Context: an optimization exercise on an open-source flow, tuned for small area, a short achievable clock period and few clock cycles. The choices shown serve that exercise and are no tape-out recipe. At most, simulation tests tie the RTL to the original design; equivalence was not proved.

## v14
// aoc_day2
module aoc_day2 (
    input         clock,
    input         reset,
    input  [63:0] data_value,
    input         data_valid,
    output        data_ready,
    output        result_valid,
    output [63:0] result_value
);
For scale: ~5100 cells after synthesis, about 620 flip-flops, roughly 130 I/O pins, ~45000 sq um of cells after synthesis.
clock: 5.0 ns
lec_check: 0
cap_margin: 20
core_margin: 2
core_utilization: 65
place_density: 0.75
slew_margin: 20
run.sh (not shown) runs the stock make flow with config.mk's settings and CLKGATE_MAP_FILE= SYNTH_SCRIPT=/design/flow/synth_recipe.tcl, a recipe that flattens the netlist after the stock synthesis.
## Diff of input files: v58 against v14
# v14
export LEC_CHECK = 0
export CAP_MARGIN = 20
export CORE_MARGIN = 2
export CORE_UTILIZATION = 65
export PLACE_DENSITY = 0.75
export SLEW_MARGIN = 20
create_clock -name core_clock -period 5.0 [get_ports {clock}]
# v58
export LEC_CHECK = 0
export CAP_MARGIN = 20
export CORE_MARGIN = 2
export CORE_UTILIZATION = 40
export SLEW_MARGIN = 20
create_clock -name core_clock -period 5.0 [get_ports {clock}]
Results
v58 finished every stage and its layout cleared the timing, design-rule and antenna checks.
Taking v14 as the reference point, the critical path depth of v58 rises by 3.
v14 → v58: clock distribution area overhead in the final layout has decreased; worst setup slack shows an increase of 11 ps; setup slack of the most critical reg-to-reg path barely changed; total area of multi-input combinational cells shrank by about 0.33%.
Setup changes, v58 to v2
# v58
export LEC_CHECK = 0
export CAP_MARGIN = 20
export CORE_MARGIN = 2
export CORE_UTILIZATION = 40
export SLEW_MARGIN = 20
create_clock -name core_clock -period 5.0 [get_ports {clock}]
# v2
export LEC_CHECK = 0
export CAP_MARGIN = 20
export CORE_MARGIN = 2
export CORE_UTILIZATION = 40
export GPL_TIMING_DRIVEN = 0
export SLEW_MARGIN = 20
create_clock -name core_clock -period 5.0 [get_ports {clock}]
Results
Via count (v2 over v58): increase, 2.9%
v2 vs v58 on quantity of gates resized following cts: v2 is the higher one.
Diff v58 -> v2: worst setup slack for register-to-register paths went down 70 ps, maximum frequency has decreased, worst hold slack after final layout level.
v2 does worse than v58 on wire length.
No functional check of the RTL was part of any run of this note.

---

aoc_day2, a different RTL version from the one above (not shown whole).
Size in the first run: ~7200 cells after synthesis, roughly 130 I/O pins, about 49000 µm² of cells after synthesis.
make LEC_CHECK=0 ABC_AREA=1 CAP_MARGIN=20 CORE_MARGIN=2 CORE_UTILIZATION=40 SETUP_SLACK_MARGIN=1.0 SLEW_MARGIN=20 SYNTH_HIERARCHICAL=1 SYNTH_MINIMUM_KEEP_SIZE=0 finish   # period 5.0 ns
Testbench counts at the start, summed over its fixed seeds: cycles 448.
Next try:
Settings changed: CTS_BUF_LIST from default to sky130_fd_sc_hd__clkbuf_4 sky130_fd_sc_hd__clkbuf_8, SETUP_SLACK_MARGIN 1.0 to 1.2.
Via count rises by 0.77%; sequential share of layout area falls by 0.28 points; setup slack improved by 0.13 ns.
Next try:
Settings changed: CTS_BUF_LIST sky130_fd_sc_hd__clkbuf_4 sky130_fd_sc_hd__clkbuf_8 to sky130_fd_sc_hd__clkbuf_8.
What happened: Maximum frequency came out higher by 1.1%. Global-route usage barely changes. Final cell count hardly moves. Count of clock-buffer cells in the layout came out lower by 21. Worst setup slack gets better by 0.041 ns. Hold slack is about the same. Die area does not change. Via count hardly moves. Routed wire length hardly moves. Non-clock buffer count came out higher by 2.
Next try:
Settings changed: CTS_BUF_LIST sky130_fd_sc_hd__clkbuf_8 to default.
Utilization hardly moves.
Die area is unchanged.
Cell count fell by 0.71%.
Final area is about the same.
Via count fell by about 0.5%.
Flip-flop and latch count stays the same.
Non-clock buffer count fell by 4.
Next try:
Settings changed: SETUP_SLACK_MARGIN 1.2 to 1.4.
Result: Wire length climbs by 1.5%. Worst setup slack is better by 0.033 ns. Cell area went up by 3.3%. Sequential share of layout area shrinks by 0.58 points. Global-route usage increases by 0.16 points. Worst hold slack barely changes. Cell count is higher by 0.38%. Utilization came out higher by 1.5 points.
Next try:
Settings changed: CORE_UTILIZATION 40 to 55, PLACE_DENSITY from default to 0.72, SETUP_SLACK_MARGIN 1.4 to 1.2.
=> First-iteration DRC count rose by 28%. Cell count went down by 5.5%. Sequential share of layout area came out higher by 0.82 points.

---

aoc_day2, a different RTL version from the one above (not shown whole).
Size: ~7400 cells after synthesis, ~130 I/O pins.
Design aoc_day2, start of the top module:
module aoc_day2 (
    input         clock,
    input         reset,
    input  [63:0] data_value,
    input         data_valid,
    output        data_ready,
    output        result_valid,
    output [63:0] result_value
);
Settings: LEC_CHECK=0, ABC_AREA=1, CAP_MARGIN=20, CORE_MARGIN=2, CORE_UTILIZATION=40, SETUP_SLACK_MARGIN=0.8, SLEW_MARGIN=20; clock period 5.0 ns.
The starting point went through all stages and came out clean.
Testbench counts at the start, summed over its fixed seeds: cycles 464.
==> next run, changes <==
Settings changed: SETUP_SLACK_MARGIN 0.8 to 1.2.
The changed run passed the timing, design-rule and antenna checks.
Cell count barely changes.
Clock skew rose by 0.022 ns.
Cell area came out higher by 1.4%.
Setup slack improved by 0.15 ns.
First-iteration DRC count increases by 1.3%.
Register-to-register slack improves by 0.15 ns.
Synthesized area does not change.
Routed wire length climbs by 1.1%.

---

aoc_day2, a different RTL version from the one above (not shown whole).
Size: ~7600 cells after synthesis, ~130 I/O pins.
make LEC_CHECK=0 ABC_AREA=1 CAP_MARGIN=20 CORE_MARGIN=2 CORE_UTILIZATION=40 SETUP_SLACK_MARGIN=1.4 SLEW_MARGIN=20 SYNTH_HIERARCHICAL=1 SYNTH_MINIMUM_KEEP_SIZE=0 finish   # period 5.0 ns
Testbench counts at the start, summed over its fixed seeds: cycles 464.
Next try:
SETUP_SLACK_MARGIN = 1.2   (was 1.4)
The new run went through all stages and came out clean.
Clock-buffer cell count stays the same.
Register-to-register slack gets better by 0.07 ns.
Non-clock buffer count falls by 33.
Critical path depth goes up by 4.
Via count is lower by 0.79%.
Cell area is lower by 2.2%.
Routed wire length falls by 1.5%.
Worst hold slack is about the same.
Maximum frequency increases by 1.9%.

---

Setup of build 6:
aoc_day2 again, from the RTL that the note above started with.
clock: 5.0 ns
lec_check: 0
abc_area: 1
cap_margin: 20
core_margin: 2
core_utilization: 40
setup_slack_margin: 1.0
slew_margin: 20
synth_hierarchical: 1
synth_minimum_keep_size: 0
Both conditions hold for build 6: the flow ran to the end and the final layout passed the timing, design-rule and antenna checks.
Testbench counts of build 6, summed over its fixed seeds: cycles 464.
### build 6 -> build 77
Settings: SETUP_SLACK_MARGIN changed from 1.0 to 1.6; ABC_AREA removed (was 1).
[summary]
Fraction of standard cell area in multi-input logic, build 6 and build 77: higher on build 77. In build 77, number of buffers inserted by post-CTS setup repair is higher than in build 6. Summary — met2 layer usage reported by global route, build 77 relative to build 6: higher, by 0.23 points. Build 77 vs build 6, number of global-route vias before repair went down by 4,757. Summary of build 77 over build 6: transition at the pin with the smallest max-transition slack went down, layout buffer count excluding clock buffers went up. Build 77 vs build 6: synthesized cell count down in build 77. Of build 6 and build 77, build 6 shows the higher total length of routed wires, with build 77 below it. Summary of the comparison: combined buffer and inverter count along the critical path is lower in build 77, relative to build 6.

[separate check: timing with driven ports]
The flow's constraints put no driver on any port. The routed layouts listed below were extracted and timed again, unchanged, in two steps. Step 1 sets driving cells, clkbuf_16 on the clock port and buf_2 on the other inputs (assumed; they add their load-dependent delay and slew). Step 2 moves the port delays by t, midway between the first and last clock arrival at a register: inputs arrive t later, outputs are due t later. That takes back most of the time a late clock gives input paths. Slacks: ideal / step 1 / step 2; pairs: ideal / step 1.
| run | t (ns) | setup WS [ns] | worst slew at a driven data input, ns |
|---|---|---|---|
| v14 | 0.675 | 0.187 / 0.187 / 0.187 | 0.11 |
| v58 | 0.673 | 0.198 / 0.198 / 0.198 | 0.03 |
| v2 | 0.688 | 0.124 / 0.124 / 0.124 | 0.04 |
| the first run of note 2 | 0.723 | 1.165 / 1.165 / 1.165 | 0.04 |
| the second run of note 2 | 0.843 | 1.291 / 1.291 / 1.291 | 0.04 |
| the third run of note 2 | 0.845 | 1.332 / 1.332 / 1.332 | 0.04 |
| the fourth run of note 2 | 0.723 | 1.317 / 1.317 / 1.317 | 0.04 |
| the fifth run of note 2 | 0.722 | 1.351 / 1.351 / 1.351 | 0.04 |
| the sixth run of note 2 | 0.716 | 1.211 / 1.211 / 1.211 | 0.05 |
| the first run of note 3 | 0.753 | 0.958 / 0.958 / 0.958 | 0.04 |
| the second run of note 3 | 0.754 | 1.107 / 1.107 / 1.107 | 0.04 |
| the first run of note 4 | 0.746 | 1.208 / 1.208 / 1.208 | 0.05 |
| the second run of note 4 | 0.740 | 1.278 / 1.278 / 1.278 | 0.05 |
| build 6 | 0.738 | 1.232 / 1.232 / 1.232 | 0.05 |
| build 77 | 0.724 | 0.707 / 0.707 / 0.707 | 0.04 |
After both steps setup and hold are still met in every run listed.
